Source: an optimization exercise on an open RTL-to-GDS flow (aim: small area and a short achievable clock period). Production flows keep margins and buffers that such runs may drop. Only simulation tests tie the RTL to the original design; equivalence was not proved. Power figures rest on the tool's default switching activity, not on a simulated workload.

## flow/config.mk

```make
export PLATFORM = sky130hd
export DESIGN_NAME = DSP
export DESIGN_NICKNAME = DSP
export VERILOG_FILES = /design/flow/design.v
export SDC_FILE = /design/flow/constraint.sdc
export NUM_CORES = 4
export LEC_CHECK = 0
export CAP_MARGIN = 20
export CORE_MARGIN = 2
export CORE_UTILIZATION = 40
export SLEW_MARGIN = 20
```

## flow/constraint.sdc

```tcl
create_clock -name core_clock -period 9.0 [get_ports {CLK}]
set_input_delay 1.8000 -clock core_clock [delete_from_list [all_inputs] [get_ports {CLK}]]
set_output_delay 1.8000 -clock core_clock [all_outputs]
set_load 0.01 [all_outputs]
```

## flow/design.v

```verilog
module D_FF_with_mux (clk,rst,CEN,D,Q);
    parameter WIDTH = 18;   
    parameter RSTTYPE = "SYNC" ;   
    parameter REG = 1 ;   
    input clk,rst,CEN;
    input [WIDTH-1:0] D;
    output reg [WIDTH-1:0] Q;
    generate 
        if (REG) begin
            if (RSTTYPE == "ASYNC") begin
                always @(posedge clk or posedge rst) begin
                    if (rst) begin
                        Q <= 0;
                    end
                    else if(CEN) begin
                        Q <= D;
                    end
                end
            end
            else if (RSTTYPE == "SYNC") begin    
            always @(posedge clk) begin
                if (rst) begin
                     Q <= 0;
                end
                else if(CEN) begin
                    Q <= D;
                end
            end
        end
        end
        else begin
            always @(*) begin    
                if(!REG) begin
                    Q = D;
                end
            end
        end
    endgenerate
endmodule
module DSP #(
    parameter A0REG = 0,    
    parameter A1REG = 1,    
    parameter B0REG = 0,    
    parameter B1REG = 1,    
    parameter CREG = 1,    
    parameter DREG = 1,     
    parameter MREG = 1,     
    parameter PREG = 1,     
    parameter CARRYINREG = 1,   
    parameter CARRYOUTREG = 1,  
    parameter OPMODEREG = 1,    
    parameter CARRYINSEL = "OPMODE5",    
    parameter B_INPUT = "DIRECT",        
    parameter RSTTYPE = "SYNC" 
) (
    input CLK,
    input [7:0] OPMODE,
    input CEA , CEB , CEC , CECARRYIN , CED , CEM , CEP , CEOPMODE,           
    input RSTA , RSTB , RSTC , RSTCARRYIN , RSTD , RSTM , RSTP , RSTOPMODE,   
    input [17:0] A , B , D,
    input [47:0] C,
    input [47:0] PCIN,
    input CARRYIN,
    input [17:0] BCIN,
    output [35:0] M,
    output [47:0] P , PCOUT,
    output  CARRYOUT , CARRYOUTF,
    output [17:0] BCOUT
);
    wire [7:0] OPMODE_reg_out;
    wire [17:0] B0_reg_out , B1_reg_out , A0_reg_out , A1_reg_out , D_reg_out;
    wire CIN;
    wire [47:0] C_reg_out , D_A_B_concat;
    reg [17:0] B0;
    reg [17:0] pre_adder_out , MUX_TO_B1REG;
    reg [35:0] multiplier_out;
    reg carry_cascade_out , cout_post_adder;
    reg [47:0] out_x , out_z;
    reg [47:0] post_adder_out;
    always @(*) begin
        if(B_INPUT == "DIRECT") begin
            B0 = B;
        end
        else if(B_INPUT == "CASCADE") begin
            B0 = BCIN;
        end
        else begin
            B0 = 0;
        end
    end
    D_FF_with_mux #(8,RSTTYPE,OPMODEREG) OPMODE_reg(CLK,RSTOPMODE,CEOPMODE,OPMODE,OPMODE_reg_out);
    D_FF_with_mux #(18,RSTTYPE,A0REG) A0_reg(CLK,RSTA,CEA,A,A0_reg_out);
    D_FF_with_mux #(18,RSTTYPE,B0REG) B0_reg(CLK,RSTB,CEB,B0,B0_reg_out);
    D_FF_with_mux #(48,RSTTYPE,CREG) C_reg(CLK,RSTC,CEC,C,C_reg_out);
    D_FF_with_mux #(18,RSTTYPE,DREG) D_reg(CLK,RSTD,CED,D,D_reg_out);
    always @(*) begin
        case (OPMODE_reg_out[6])
            0: pre_adder_out = B0_reg_out + D_reg_out;
            1: pre_adder_out = D_reg_out - B0_reg_out;
        endcase
    end
    always @(*) begin
        case (OPMODE_reg_out[4])
            0: MUX_TO_B1REG = B0_reg_out;
            1: MUX_TO_B1REG = pre_adder_out;
        endcase
    end
    D_FF_with_mux #(18,RSTTYPE,B1REG) B1_reg(CLK,RSTB,CEB,MUX_TO_B1REG,B1_reg_out);
    D_FF_with_mux #(18,RSTTYPE,A1REG) A1_reg(CLK,RSTA,CEA,A0_reg_out,A1_reg_out);
    always @(*) begin
        multiplier_out = B1_reg_out * A1_reg_out;
    end
    D_FF_with_mux #(36,RSTTYPE,MREG) M_reg(CLK,RSTM,CEM,multiplier_out,M);
    always @(*) begin
        if (CARRYINSEL == "OPMODE5") begin
            carry_cascade_out = OPMODE_reg_out[5];
        end
        else if (CARRYINSEL == "CARRYIN") begin
            carry_cascade_out = CARRYIN;
        end
        else begin
            carry_cascade_out = 'b0;
        end
    end
    D_FF_with_mux #(1,RSTTYPE,CARRYINREG) CYI_reg(CLK,RSTCARRYIN,CECARRYIN,carry_cascade_out,CIN);
    assign D_A_B_concat = {D_reg_out[11:0] , A0_reg_out[17:0] , B0_reg_out[17:0]};
    always @(*) begin
        case (OPMODE_reg_out[1:0])
            2'b00: out_x = 48'b0;
            2'b01: out_x = M;
            2'b10: out_x = P;
            2'b11: out_x = D_A_B_concat;
        endcase
    end
    always @(*) begin
        case (OPMODE_reg_out[3:2])
            2'b00: out_z = 48'b0;
            2'b01: out_z = PCIN;
            2'b10: out_z = P;
            2'b11: out_z = C_reg_out; 
        endcase
    end
    always @(*) begin
        case (OPMODE_reg_out[7])
            0: {cout_post_adder,post_adder_out} = out_x + out_z + CIN;
            1: {cout_post_adder,post_adder_out} = out_z - (out_x + CIN);
        endcase
    end
     D_FF_with_mux #(1,RSTTYPE,CARRYOUTREG) CYO_reg(CLK,RSTCARRYIN,CECARRYIN,cout_post_adder,CARRYOUT);
     D_FF_with_mux #(48,RSTTYPE,PREG) P_reg(CLK,RSTP,CEP,post_adder_out,P);
     assign PCOUT = P;
     assign CARRYOUTF = CARRYOUT;
     assign BCOUT = B1_reg_out;
endmodule
```

## flow/run.sh

```bash
#!/bin/bash
# synth_recipe.tcl (not shown) runs the flow's synth.tcl, then flattens the netlist and writes it again
# the make line also repeats each setting of config.mk as NAME=value (left out here)
make -C /OpenROAD-flow-scripts/flow DESIGN_CONFIG=/design/flow/config.mk WORK_HOME=/design/flow/orfs CLKGATE_MAP_FILE= SYNTH_SCRIPT=/design/flow/synth_recipe.tcl finish
```

==> flow_metrics.env <==
export IMPL_drive_gt1_frac=0.0554
export IMPL_cpMostUsedCell="fa_1"
export IMPL_start_util=0.403
export IMPL_synth_flop_cell="dfxtp_1"
export IMPL_core_rowCount=96
export IMPL_dr_pass1_iters=7
export IMPL_antenna_found_initial=1
export IMPL_via_count=23903
export IMPL_final_antenna_net_count=0
export IMPL_clk_latency_ns=0.52
export IMPL_rsz0062_at_grt="no"
export IMPL_path_class="reg2reg"
export IMPL_finalHoldViolations=0
export IMPL_core_um2=68600
export IMPL_wl_per_cell_um=21.0
export IMPL_die_y_um=267
export IMPL_finalSetupViolCount=0
export IMPL_timing_final_crit_share=0.812
export IMPL_track_usage=0.262
export IMPL_r2r_start="A1_reg.Q[3]"
export IMPL_syn_nets=4062
export IMPL_layout_commonest_cell="inv_1"
export IMPL_synth_cell_area_um2=27700
export IMPL_grt_pass1_vias=23568
export IMPL_dpl_worst_slack_ns=1.73
export IMPL_drc=0
export IMPL_overflow=0
export IMPL_ir_drop_mv=0.116
export IMPL_cts_tree="yes"
export IMPL_synth_cells=3340
export IMPL_worstPathCellList="nand2_1, fa_1, fa_1, inv_1, fa_1, fa_1, fa_1, inv_1, fa_1, inv_1, ha_1, a21o_1, a21o_1, a2111oi_0, o41ai_1, a211o_1, a21o_1, a21oi_1, o21ai_1, xor2_1, a22o_1"
export IMPL_p_leak_nw=15.0
export IMPL_grt_max_degree=53
export IMPL_syn_avg_cell_area_um2=8.28
export IMPL_numCtsBuffers=17
export IMPL_die_area_um2=71300
export IMPL_yosys_warnings=7
export IMPL_synth_top_cell_area_share=0.189
export IMPL_setup_tns_ns=0
export IMPL_cts_hold_buffers=0
export IMPL_cp_data_arrival_time_ns=7.71
export IMPL_cts_root_buffer="clkbuf_16"
export IMPL_drt_iter0_markers=1804
export IMPL_mostFrequentLayoutCells="inv_1, clkdlybuf4s50_1, nand2_1, nor2_1, ha_1"
export IMPL_power_mw=4.03
export IMPL_syn_to_final_growth_pct=15.5
export IMPL_ys_top_cells_by_area="fa_1, dfxtp_1, ha_1"
export IMPL_die_w_um=267
export IMPL_wirelength_um=92900
export IMPL_ys_async_sr_fraction=0
export IMPL_layout_nets=4211
export IMPL_gp_congestion=0.920
export IMPL_synth_cell_types=83
export IMPL_io_buffers=326
export IMPL_worstSetupEndpoint="M_reg.Q[34]"
export IMPL_cts_sinks=196
export IMPL_power_density_nw_per_um2=126
export IMPL_ys_ff_latch=196
export IMPL_clk_pin_slew_ns=0.08
export IMPL_max_slew_margin=0.158
export IMPL_ioPinCount=346
export IMPL_ys_seq_area_frac=0.142
export IMPL_reg2regPathDepth=21
export IMPL_cts_htree_levels=4
export IMPL_yosysTopAreaCell="fa_1"
export IMPL_cts_resized=0
export IMPL_crit_start="A1_reg.Q[3]"
export IMPL_crit_required_ns=9.41
export IMPL_dp_hpwl_um=73000
export IMPL_grt_pass1_wl_um=142000
export IMPL_fmaxAchievable_mhz=137
export IMPL_worst_pin_slew_ns=1.26
export IMPL_slew_violations=0
export IMPL_drv_cap=0
export IMPL_max_stage_delay_ns=0.90
export IMPL_postCtsSetupRepairBufs=0
export IMPL_synth_edf_count=0
export IMPL_fillCellCount=6856
export IMPL_path_max_fanout=19
export IMPL_cp_end_kind="flip-flop"
export IMPL_clock_skew_ns=0.0183
export IMPL_status="timing/DRC/antenna clean"
export IMPL_viasPerCell=5.39
export IMPL_start_kind="flip-flop"
export IMPL_clk_path_buf_depth=2
export IMPL_period_minus_slack_ns=7.31
export IMPL_slowest_stage="dfxtp_1"
export IMPL_reg2reg_slack_ns=1.69
export IMPL_rr_endpoint="M_reg.Q[34]"
export IMPL_worst_slack_ns=1.69
export IMPL_hp_class="reg2reg"
[layer usage]
metal  global-route usage  routed length, µm  vias to the layer above
li1                     -                  -                    11358
met3               0.0463               5610                      131
met4               0.0768               2480                        0
met5                    0                  0                        -
met2                0.437              43300                      713
met1                0.345              41500                    11701
[logic make-up (layout without fill, tap and decap cells)]
family          Yosys count  count (layout)  synth area share
flops                   196             196             0.142
other cells               0               3                 0
mux                     242             242            0.0914
buf+inv                 691             853             0.101
compound gates          635             635             0.160
fa+ha+maj               528             528             0.310
xor+xnor                137             137            0.0434
simple gates            911             911             0.153
[metrics by stage]
stage	hold slack, ns	utilization	area, µm²	instances
5_1_grt	0.520	0.466	31900	4433
6_report	0.483	0.466	31900	4436
4_1_cts	0.485	0.466	31900	4433
3_5_place_dp	0.462	0.457	31300	4401
3_3_place_gp	0.467	0.457	31300	4401
2_1_floorplan	0.454	-	27700	3340
[cells in the mapped netlist (8+ instances only)]
cell type  count
clkbuf_1     154
mux2_2        83
nand2_1      292
a2111oi_0     10
nand2b_1      19
buf_1         29
nor2_1       285
o31ai_1       15
o21a_1        14
o21ai_1       22
and3_1         8
xor2_1        39
a211oi_1      50
a21oi_1      156
buf_4         49
a22o_1        65
nand4_1       24
and2_1       139
fa_1         261
dfxtp_1      196
a22oi_1       26
o21bai_1      28
ha_1         267
xnor2_1       98
nand3_1       24
mux2i_1      157
inv_1        453
o21ai_0       62
nor3_1        36
nor2b_1       38
a21o_1        70
o211ai_1      12
a31oi_1       23
[sequential cells by signal, indices dropped and copies added, names as in the netlist]
register,cells
A1_reg.Q,18
B1_reg.Q,18
CYI_reg.Q,1
CYO_reg.Q,1
C_reg.Q,48
D_reg.Q,18
M_reg.Q,36
OPMODE_reg.Q,8
P_reg.Q,48
[report_power, final]
part           leakage (nW)  switching (mW)  internal (mW)  total [mW]
Clock                 0.310           0.428          0.443       0.871
Sequential             1.62           0.151          0.944        1.09
Combinational          13.0            1.15          0.909        2.06
[cell type report]
type | count | area (µm²) | area share
diodes | 3 | 7.51 | 0.000235
flip-flops and latches | 196 | 3930 | 0.123
repair buffers | 365 | 3530 | 0.110
clock inverters | 12 | 159 | 0.00497
clock buffers | 20 | 467 | 0.0146
multi-input cells | 2453 | 21000 | 0.657
inverters | 456 | 1710 | 0.0536
well taps | 931 | 1160 | 0.0365
[worst max-delay path: cells and delay by family (launching register included)]
family	cells	cell delay (ns)
compound gates	9	2.34
buf+inv	3	0.14
xor+xnor	1	0.16
fa+ha+maj	7	3.43
simple gates	1	0.22
flops	1	0.90
[worst min-delay path by stage]
stage | startpoint | to | slack [ns] | cells after the start
after floorplan | C_reg.Q[0] | C_reg.Q[0] | 0.45 | 2
after global placement | M_reg.Q[29] | M_reg.Q[29] | 0.47 | 2
after detailed placement | M_reg.Q[29] | M_reg.Q[29] | 0.46 | 2
after CTS | M_reg.Q[29] | M_reg.Q[29] | 0.48 | 2
after global routing | C_reg.Q[1] | C_reg.Q[1] | 0.52 | 2
final | M_reg.Q[29] | M_reg.Q[29] | 0.48 | 2

==> separate check: timing with driven ports <==
The results above use ideal ports. As a check the final layout listed here was re-extracted and re-timed, cells and wires unchanged. Step 1: set_driving_cell puts a clkbuf_16 on CLK and a buf_2 on each other input, an assumption about the parent block. Step 2 adds t to the input delays and takes it off the output delays; t is the mean of the earliest and latest rising clock arrival at the registers after step 1. Input paths then give back, and output paths get back, about the clock's delay inside the block. Slacks: no drivers / after step 1 / after step 2; pairs: no drivers / after step 1.
t (ns): 0.568
setup WS [ns]: 1.692 / 1.692 / 1.692
clock arrival spread, ns: 0.018 / 0.019
After both steps setup and hold are still met in this run. The setup slack of this run moves by 0.000 ns with the drivers and by 0.000 ns with both steps.
